Background: an optimization exercise with open tools, aiming at small area, a short achievable clock period and few clock cycles per item. Do not read the settings as production practice.
Function not checked in this run: the RTL went through the layout flow alone.

$ cat design/flow/config.mk
export PLATFORM = sky130hd
export DESIGN_NAME = mult_controller
export DESIGN_NICKNAME = mult_controller
export VERILOG_FILES = /design/flow/design.v
export SDC_FILE = /design/flow/constraint.sdc
export NUM_CORES = 4
export LEC_CHECK = 0
export CAP_MARGIN = 20
export CORE_MARGIN = 2
export CORE_UTILIZATION = 40
export SLEW_MARGIN = 20
$ cat design/flow/constraint.sdc
create_clock -name core_clock -period 4.5 [get_ports {clk}]
set_input_delay 0.9000 -clock core_clock [delete_from_list [all_inputs] [get_ports {clk}]]
set_output_delay 0.9000 -clock core_clock [all_outputs]
set_load 0.01 [all_outputs]
$ cat design/flow/design.v
module mult_controller #(
    parameter integer WIDTH = 32
)
(
    input logic clk,
    input logic rst_n,
    input logic start,
    input logic signed [WIDTH - 1: 0] multiplicand,
    input logic signed [WIDTH - 1: 0] multiplier,
    output logic signed [2 * WIDTH - 1: 0] product,
    output logic done
);
    logic busy;                   
    logic [2:0] cnt;             
    logic [31:0] pl;              
    logic bprev;                  
    logic [32:0] s, c;          
    logic cy;                     
    wire [31:0] msrc = busy ? pl : multiplier;
    wire [4:0] win = {msrc[3:0], bprev & busy};
    wire [32:0] am = {multiplicand[31], multiplicand};   
    wire [32:0] a2 = {multiplicand, 1'b0};               
    wire [1:0] ng;
    wire [2:0] w0 = win[2:0];
    wire one0 = w0[0] ^ w0[1];
    wire two0 = (w0[2] & ~w0[1] & ~w0[0]) | (~w0[2] & w0[1] & w0[0]);
    assign ng[0] = w0[2];
    wire [32:0] x0 = ((am & {33{one0}}) | (a2 & {33{two0}})) ^ {33{ng[0]}};
    wire [2:0] w1 = win[4:2];
    wire one1 = w1[0] ^ w1[1];
    wire two1 = (w1[2] & ~w1[1] & ~w1[0]) | (~w1[2] & w1[1] & w1[0]);
    assign ng[1] = w1[2];
    wire [32:0] x1 = ((am & {33{one1}}) | (a2 & {33{two1}})) ^ {33{ng[1]}};
    wire [32:0] as = s & {33{busy}};
    wire [32:0] ac = c & {33{busy}};
    wire s1 = x0[2] ^ x1[0];
    wire c2 = x0[2] & x1[0];
    wire s3 = x0[3] ^ x1[1];
    wire c4 = x0[3] & x1[1];
    wire s5 = x0[4] ^ x1[2];
    wire c6 = x0[4] & x1[2];
    wire s7 = x0[5] ^ x1[3];
    wire c8 = x0[5] & x1[3];
    wire s9 = x0[6] ^ x1[4];
    wire c10 = x0[6] & x1[4];
    wire s11 = x0[7] ^ x1[5];
    wire c12 = x0[7] & x1[5];
    wire s13 = x0[8] ^ x1[6];
    wire c14 = x0[8] & x1[6];
    wire s15 = x0[9] ^ x1[7];
    wire c16 = x0[9] & x1[7];
    wire s17 = x0[10] ^ x1[8];
    wire c18 = x0[10] & x1[8];
    wire s19 = x0[11] ^ x1[9];
    wire c20 = x0[11] & x1[9];
    wire s21 = x0[12] ^ x1[10];
    wire c22 = x0[12] & x1[10];
    wire s23 = x0[13] ^ x1[11];
    wire c24 = x0[13] & x1[11];
    wire s25 = x0[14] ^ x1[12];
    wire c26 = x0[14] & x1[12];
    wire s27 = x0[15] ^ x1[13];
    wire c28 = x0[15] & x1[13];
    wire s29 = x0[16] ^ x1[14];
    wire c30 = x0[16] & x1[14];
    wire s31 = x0[17] ^ x1[15];
    wire c32 = x0[17] & x1[15];
    wire s33 = x0[18] ^ x1[16];
    wire c34 = x0[18] & x1[16];
    wire s35 = x0[19] ^ x1[17];
    wire c36 = x0[19] & x1[17];
    wire s37 = x0[20] ^ x1[18];
    wire c38 = x0[20] & x1[18];
    wire s39 = x0[21] ^ x1[19];
    wire c40 = x0[21] & x1[19];
    wire s41 = x0[22] ^ x1[20];
    wire c42 = x0[22] & x1[20];
    wire s43 = x0[23] ^ x1[21];
    wire c44 = x0[23] & x1[21];
    wire s45 = x0[24] ^ x1[22];
    wire c46 = x0[24] & x1[22];
    wire s47 = x0[25] ^ x1[23];
    wire c48 = x0[25] & x1[23];
    wire s49 = x0[26] ^ x1[24];
    wire c50 = x0[26] & x1[24];
    wire s51 = x0[27] ^ x1[25];
    wire c52 = x0[27] & x1[25];
    wire s53 = x0[28] ^ x1[26];
    wire c54 = x0[28] & x1[26];
    wire s55 = x0[29] ^ x1[27];
    wire c56 = x0[29] & x1[27];
    wire s57 = x0[30] ^ x1[28];
    wire c58 = x0[30] & x1[28];
    wire s59 = x0[31] ^ x1[29];
    wire c60 = x0[31] & x1[29];
    wire s61 = ~x0[32] ^ x1[30];
    wire c62 = ~x0[32] & x1[30];
    wire s63 = x0[0] ^ ng[0];
    wire c64 = x0[0] & ng[0];
    wire s65 = x0[1] ^ as[1];
    wire c66 = x0[1] & as[1];
    wire s67 = s1 ^ ng[1] ^ as[2];
    wire c68 = (s1 & ng[1]) | (s1 & as[2]) | (ng[1] & as[2]);
    wire s69 = s3 ^ as[3] ^ ac[3];
    wire c70 = (s3 & as[3]) | (s3 & ac[3]) | (as[3] & ac[3]);
    wire s71 = s5 ^ as[4] ^ ac[4];
    wire c72 = (s5 & as[4]) | (s5 & ac[4]) | (as[4] & ac[4]);
    wire s73 = s7 ^ as[5] ^ ac[5];
    wire c74 = (s7 & as[5]) | (s7 & ac[5]) | (as[5] & ac[5]);
    wire s75 = s9 ^ as[6] ^ ac[6];
    wire c76 = (s9 & as[6]) | (s9 & ac[6]) | (as[6] & ac[6]);
    wire s77 = s11 ^ as[7] ^ ac[7];
    wire c78 = (s11 & as[7]) | (s11 & ac[7]) | (as[7] & ac[7]);
    wire s79 = s13 ^ as[8] ^ ac[8];
    wire c80 = (s13 & as[8]) | (s13 & ac[8]) | (as[8] & ac[8]);
    wire s81 = s15 ^ as[9] ^ ac[9];
    wire c82 = (s15 & as[9]) | (s15 & ac[9]) | (as[9] & ac[9]);
    wire s83 = s17 ^ as[10] ^ ac[10];
    wire c84 = (s17 & as[10]) | (s17 & ac[10]) | (as[10] & ac[10]);
    wire s85 = s19 ^ as[11] ^ ac[11];
    wire c86 = (s19 & as[11]) | (s19 & ac[11]) | (as[11] & ac[11]);
    wire s87 = s21 ^ as[12] ^ ac[12];
    wire c88 = (s21 & as[12]) | (s21 & ac[12]) | (as[12] & ac[12]);
    wire s89 = s23 ^ as[13] ^ ac[13];
    wire c90 = (s23 & as[13]) | (s23 & ac[13]) | (as[13] & ac[13]);
    wire s91 = s25 ^ as[14] ^ ac[14];
    wire c92 = (s25 & as[14]) | (s25 & ac[14]) | (as[14] & ac[14]);
    wire s93 = s27 ^ as[15] ^ ac[15];
    wire c94 = (s27 & as[15]) | (s27 & ac[15]) | (as[15] & ac[15]);
    wire s95 = s29 ^ as[16] ^ ac[16];
    wire c96 = (s29 & as[16]) | (s29 & ac[16]) | (as[16] & ac[16]);
    wire s97 = s31 ^ as[17] ^ ac[17];
    wire c98 = (s31 & as[17]) | (s31 & ac[17]) | (as[17] & ac[17]);
    wire s99 = s33 ^ as[18] ^ ac[18];
    wire c100 = (s33 & as[18]) | (s33 & ac[18]) | (as[18] & ac[18]);
    wire s101 = s35 ^ as[19] ^ ac[19];
    wire c102 = (s35 & as[19]) | (s35 & ac[19]) | (as[19] & ac[19]);
    wire s103 = s37 ^ as[20] ^ ac[20];
    wire c104 = (s37 & as[20]) | (s37 & ac[20]) | (as[20] & ac[20]);
    wire s105 = s39 ^ as[21] ^ ac[21];
    wire c106 = (s39 & as[21]) | (s39 & ac[21]) | (as[21] & ac[21]);
    wire s107 = s41 ^ as[22] ^ ac[22];
    wire c108 = (s41 & as[22]) | (s41 & ac[22]) | (as[22] & ac[22]);
    wire s109 = s43 ^ as[23] ^ ac[23];
    wire c110 = (s43 & as[23]) | (s43 & ac[23]) | (as[23] & ac[23]);
    wire s111 = s45 ^ as[24] ^ ac[24];
    wire c112 = (s45 & as[24]) | (s45 & ac[24]) | (as[24] & ac[24]);
    wire s113 = s47 ^ as[25] ^ ac[25];
    wire c114 = (s47 & as[25]) | (s47 & ac[25]) | (as[25] & ac[25]);
    wire s115 = s49 ^ as[26] ^ ac[26];
    wire c116 = (s49 & as[26]) | (s49 & ac[26]) | (as[26] & ac[26]);
    wire s117 = s51 ^ as[27] ^ ac[27];
    wire c118 = (s51 & as[27]) | (s51 & ac[27]) | (as[27] & ac[27]);
    wire s119 = s53 ^ as[28] ^ ac[28];
    wire c120 = (s53 & as[28]) | (s53 & ac[28]) | (as[28] & ac[28]);
    wire s121 = s55 ^ as[29] ^ ac[29];
    wire c122 = (s55 & as[29]) | (s55 & ac[29]) | (as[29] & ac[29]);
    wire s123 = s57 ^ as[30] ^ ac[30];
    wire c124 = (s57 & as[30]) | (s57 & ac[30]) | (as[30] & ac[30]);
    wire s125 = s59 ^ as[31] ^ ac[31];
    wire c126 = (s59 & as[31]) | (s59 & ac[31]) | (as[31] & ac[31]);
    wire s127 = s61 ^ as[32] ^ ac[32];
    wire c128 = (s61 & as[32]) | (s61 & ac[32]) | (as[32] & ac[32]);
    wire s129 = s63 ^ as[0];
    wire c130 = s63 & as[0];
    wire s131 = s65 ^ ac[1] ^ c64;
    wire c132 = (s65 & ac[1]) | (s65 & c64) | (ac[1] & c64);
    wire s133 = s67 ^ ac[2] ^ c66;
    wire c134 = (s67 & ac[2]) | (s67 & c66) | (ac[2] & c66);
    wire s135 = s69 ^ c2 ^ c68;
    wire c136 = (s69 & c2) | (s69 & c68) | (c2 & c68);
    wire s137 = s71 ^ c4 ^ c70;
    wire c138 = (s71 & c4) | (s71 & c70) | (c4 & c70);
    wire s139 = s73 ^ c6 ^ c72;
    wire c140 = (s73 & c6) | (s73 & c72) | (c6 & c72);
    wire s141 = s75 ^ c8 ^ c74;
    wire c142 = (s75 & c8) | (s75 & c74) | (c8 & c74);
    wire s143 = s77 ^ c10 ^ c76;
    wire c144 = (s77 & c10) | (s77 & c76) | (c10 & c76);
    wire s145 = s79 ^ c12 ^ c78;
    wire c146 = (s79 & c12) | (s79 & c78) | (c12 & c78);
    wire s147 = s81 ^ c14 ^ c80;
    wire c148 = (s81 & c14) | (s81 & c80) | (c14 & c80);
    wire s149 = s83 ^ c16 ^ c82;
    wire c150 = (s83 & c16) | (s83 & c82) | (c16 & c82);
    wire s151 = s85 ^ c18 ^ c84;
    wire c152 = (s85 & c18) | (s85 & c84) | (c18 & c84);
    wire s153 = s87 ^ c20 ^ c86;
    wire c154 = (s87 & c20) | (s87 & c86) | (c20 & c86);
    wire s155 = s89 ^ c22 ^ c88;
    wire c156 = (s89 & c22) | (s89 & c88) | (c22 & c88);
    wire s157 = s91 ^ c24 ^ c90;
    wire c158 = (s91 & c24) | (s91 & c90) | (c24 & c90);
    wire s159 = s93 ^ c26 ^ c92;
    wire c160 = (s93 & c26) | (s93 & c92) | (c26 & c92);
    wire s161 = s95 ^ c28 ^ c94;
    wire c162 = (s95 & c28) | (s95 & c94) | (c28 & c94);
    wire s163 = s97 ^ c30 ^ c96;
    wire c164 = (s97 & c30) | (s97 & c96) | (c30 & c96);
    wire s165 = s99 ^ c32 ^ c98;
    wire c166 = (s99 & c32) | (s99 & c98) | (c32 & c98);
    wire s167 = s101 ^ c34 ^ c100;
    wire c168 = (s101 & c34) | (s101 & c100) | (c34 & c100);
    wire s169 = s103 ^ c36 ^ c102;
    wire c170 = (s103 & c36) | (s103 & c102) | (c36 & c102);
    wire s171 = s105 ^ c38 ^ c104;
    wire c172 = (s105 & c38) | (s105 & c104) | (c38 & c104);
    wire s173 = s107 ^ c40 ^ c106;
    wire c174 = (s107 & c40) | (s107 & c106) | (c40 & c106);
    wire s175 = s109 ^ c42 ^ c108;
    wire c176 = (s109 & c42) | (s109 & c108) | (c42 & c108);
    wire s177 = s111 ^ c44 ^ c110;
    wire c178 = (s111 & c44) | (s111 & c110) | (c44 & c110);
    wire s179 = s113 ^ c46 ^ c112;
    wire c180 = (s113 & c46) | (s113 & c112) | (c46 & c112);
    wire s181 = s115 ^ c48 ^ c114;
    wire c182 = (s115 & c48) | (s115 & c114) | (c48 & c114);
    wire s183 = s117 ^ c50 ^ c116;
    wire c184 = (s117 & c50) | (s117 & c116) | (c50 & c116);
    wire s185 = s119 ^ c52 ^ c118;
    wire c186 = (s119 & c52) | (s119 & c118) | (c52 & c118);
    wire s187 = s121 ^ c54 ^ c120;
    wire c188 = (s121 & c54) | (s121 & c120) | (c54 & c120);
    wire s189 = s123 ^ c56 ^ c122;
    wire c190 = (s123 & c56) | (s123 & c122) | (c56 & c122);
    wire s191 = s125 ^ c58 ^ c124;
    wire c192 = (s125 & c58) | (s125 & c124) | (c58 & c124);
    wire s193 = s127 ^ c60 ^ c126;
    wire c194 = (s127 & c60) | (s127 & c126) | (c60 & c126);
    wire s195 = x1[31] ^ c62 ^ c128;
    wire c196 = (x1[31] & c62) | (x1[31] & c128) | (c62 & c128);
    wire [36:0] r0 = {1'b0, 1'b0, ~x1[32], s195, s193, s191, s189, s187, s185, s183, s181, s179, s177, s175, s173, s171, s169, s167, s165, s163, s161, s159, s157, s155, s153, s151, s149, s147, s145, s143, s141, s139, s137, s135, s133, s131, s129};
    wire [36:0] r1 = {1'b0, 1'b0, c196, c194, c192, c190, c188, c186, c184, c182, c180, c178, c176, c174, c172, c170, c168, c166, c164, c162, c160, c158, c156, c154, c152, c150, c148, c146, c144, c142, c140, c138, c136, c134, c132, c130, ac[0]};
    wire [4:0] lo = r0[3:0] + r1[3:0] + (cy & busy);
    always_ff @(posedge clk or negedge rst_n) begin
        if (!rst_n) begin
            busy <= 1'b0;
            cnt  <= '0;
            done <= 1'b0;
        end else if (busy) begin
            cnt <= cnt + 1'b1;
            if (cnt == 3'd7) begin
                busy <= 1'b0;
                done <= 1'b1;
            end
        end else if (start) begin
            cnt  <= 3'd1;
            busy <= 1'b1;
            done <= 1'b0;
        end
    end
    always_ff @(posedge clk) begin
        if (busy || start) begin
            pl <= {lo[3:0], msrc[31:4]};
            s  <= r0[36:4];
            c  <= r1[36:4];
            cy <= lo[4];
            bprev <= msrc[3];
        end
    end
    wire [31:0] ph = s[31:0] + c[31:0] + 32'hAAAAAAAB + cy;
    assign product = {ph, pl};
endmodule
$ cat design/flow/run.sh
#!/bin/bash
# synth_recipe.tcl (not shown) runs the flow's synth.tcl, then flattens the netlist and writes it again
# the make line also repeats each setting of config.mk as NAME=value (left out here)
make -C /OpenROAD-flow-scripts/flow DESIGN_CONFIG=/design/flow/config.mk WORK_HOME=/design/flow/orfs CLKGATE_MAP_FILE= SYNTH_SCRIPT=/design/flow/synth_recipe.tcl finish
==> results.json <==
{
  "yosysSeqAreaShare": 0.304,
  "drtPass1Iterations": 7,
  "drive_gt1_frac": 0.0883,
  "postSynthNetCount": 1285,
  "drc": 0,
  "port_buffers": 131,
  "grt_max_degree": 51,
  "cts_tree": "done",
  "place.gp.congestion": 0.828,
  "clk_path_buf_depth": 2,
  "synth.top_cell.area_share": 0.292,
  "die-area_mm2": 0.0260,
  "rows": 57,
  "worstMarginPinSlew_ns": 0.614,
  "maxCapViolCount": 0,
  "antenna_found_initial": 0,
  "grt_use_total": 0.184,
  "post_drt_wl_per_cell_um": 15.6,
  "initial_core_util": 0.406,
  "synth_xor_xnor_area_share": 0.0567,
  "ys_async_sr_fraction": 0.0495,
  "synth-simple-area-share": 0.111,
  "htreeDepth": 3,
  "maxSlewHeadroom": 0.586,
  "cts_buffers": 9,
  "diodes": 0,
  "clock_latency_ns": 0.36,
  "synth_edf_count": 96,
  "syn_to_final_growth_pct": 21.4,
  "crit_arrival_ns": 3.50,
  "coreArea_mm2": 0.0243,
  "fin_skew_ns": 0.0119,
  "post-route-min-period_ns": 4.40,
  "cts.sinks": 101,
  "synth.distinct_cells": 65,
  "ys_top_cells_by_area": "edfxtp_1 29%, ha_1 13%, fa_1 13%",
  "ys.flop_type": "edfxtp_1",
  "regArea_mm2": 0.00301,
  "nets": 1406,
  "status": "finished clean",
  "grt_pass1_vias": 7478,
  "setup_tns_ns": 0,
  "syn_inst": 1052,
  "final_common_cell": "inv_1",
  "yosysTopAreaCell": "edfxtp_1",
  "crit_fanout": 6,
  "path_class": "reg -> out",
  "drt_wl_total_mm": 23.4,
  "finalHoldViolations": 0,
  "nFillCells": 2298,
  "multiInputGateArea_mm2": 0.00605,
  "synth_top_family_by_area": "adder cells",
  "synth-compound-area-share": 0.140,
  "layout_common_cells": "193 x inv_1, 125 x clkdlybuf4s50_1, 101 x ha_1, 96 x edfxtp_1, 82 x nand2_1",
  "timing.final.ws_setup_ns": 0.101,
  "synth_mux_area_frac": 0.0349,
  "root_buffer": "clkbuf_16",
  "drt_iter0_drc": 555,
  "die_h_um": 161,
  "synth.cell_area_mm2": 0.00988,
  "slew_violations": 0,
  "die_w_um": 161,
  "setup_viol": 0,
  "min_path_type": "reg -> reg",
  "ant_nets": 0,
  "grt_remaining_overflow": 0,
  "hpwl_mm": 18.5,
  "synth.avg_cell_area_um2": 9.40,
  "grt_pass1_wl_mm": 38.3,
  "vias": 7649,
  "fmax_ghz": 0.227,
  "pin_count": 132,
  "holdBufCountCts": 0,
  "fin_crit_sh": 0.978,
  "yosys_warnings": 1,
  "crit_required_ns": 3.60,
  "rsz0062_at_grt": "true",
  "endpoint_kind": "output port",
  "ys_seq_elements": 101,
  "dp_slack_ns": 0.144,
  "clkTransAtPathRegs_ns": 0.07,
  "crit_path_start_kind": "register",
  "avgViaCountPerCell": 5.09,
  "synth-adder-area-share": 0.258
}
[what timing repair did]
item                                   CTS  global route
setup endpoints to repair               10            14
gates resized for setup                 10            19
pin swaps                                4             4
buffers inserted                         2             0
endpoints found under the hold margin    0             0
[cell type report]
class / instances / area share
well taps: 324 / 0.0338
clock buffers: 10 / 0.0191
inverters: 195 / 0.0611
clock inverters: 6 / 0.00459
flip-flops and latches: 101 / 0.251
repair buffers: 157 / 0.126
multi-input cells: 709 / 0.504
[synthesized netlist by cell type, types with 7 or more instances]
library cell    n
nor2_1         80
xnor2_1        56
buf_2          10
inv_1         194
o21ai_0        50
xor2_1          8
edfxtp_1       96
a22oi_1        62
nor3_1         36
ha_1          103
nand2_1        82
and2_1          7
a21o_1         19
clkbuf_1       34
mux2_2         28
fa_1           63
a21oi_1        31
[state kept, by name (all words and copies together) (netlist names)]
signal  count
pl         32
busy        1
cy          1
cnt         3
bprev       1
done        1
s          31
c          31
[kinds of logic after synthesis]
kind of cell             Yosys count
multiplexers                      31
XOR/XNOR                          64
buffers and inverters            242
AO/OA/AOI/OAI                    205
AND/OR/NAND/NOR                  243
flip-flops                       101
adder cells (fa/ha/maj)          166
[critical path, cell delays in order, from the launching register on]
cell and delay (ns):
edfxtp_1 0.42, ha_1 0.31, ha_1 0.44, and3_1 0.26, nand4_1 0.24, nor3b_2 0.30
o21ai_2 0.14, nand2_1 0.14, o221ai_1 0.13, a41oi_2 0.19, clkdlybuf4s50_1 0.57
[metrics by stage]
step | std cells | hold slack [ns] | instance area, µm² | util
floorplan | 1052 | 0.454 | 9880 | -
global placement | 1484 | 0.475 | 11600 | 0.478
detailed placement | 1484 | 0.481 | 11600 | 0.478
CTS | 1502 | 0.491 | 11900 | 0.491
global route | 1502 | 0.504 | 12000 | 0.493
finish | 1502 | 0.486 | 12000 | 0.493
[routing by layer]
| layer | global-route usage | wire length (µm) | vias to the layer above | share of wire |
|---|---|---|---|---|
| met5 | 0 | 0 | - | 0 |
| met4 | 0.0548 | 403 | 0 | 0.017 |
| met3 | 0.0249 | 949 | 26 | 0.041 |
| met2 | 0.302 | 11200 | 136 | 0.48 |
| met1 | 0.256 | 10800 | 3697 | 0.46 |
| li1 | - | - | 3790 | - |
[worst paths after layout]
| check | from | end | slack [ns] | depth (start not counted) |
|---|---|---|---|---|
| min in group asynchronous | rst_n | done | 0.76 | 1 |
| hold reg to reg | cnt[0] | cnt[0] | 0.49 | 1 |
| hold / removal | cnt[0] | cnt[0] | 0.49 | 1 |
| max in group asynchronous | rst_n | busy | 3.52 | 1 |
| setup reg to reg | busy | cy | 0.81 | 13 |
| setup / recovery | c[22] | product[63] | 0.10 | 10 |

separate check: timing with driven ports:
In the flow no input, the clock included, has a driving cell. The finished layout below was timed again as built, in two steps. Step 1 sets driving cells, clkbuf_16 on the clock port and buf_2 on the other inputs (assumed; they add their load-dependent delay and slew). Step 2 moves the port delays by t, midway between the first and last clock arrival at a register: inputs arrive t later, outputs are due t later. That takes back most of the time a late clock gives input paths. Three values: ideal ports, drivers, drivers and shift; two values: the first two.
t (ns): 0.399
setup slack, ns: 0.101 / 0.055 / 0.102
hold WS [ns]: 0.486 / 0.486 / 0.486
worst register clock-pin slew, ns: 0.08 / 0.08
worst slew at a driven data input, ns: 0.07
After both steps this run still meets setup and hold. The setup slack of this run moves by -0.046 ns with the drivers and by +0.001 ns with both steps.
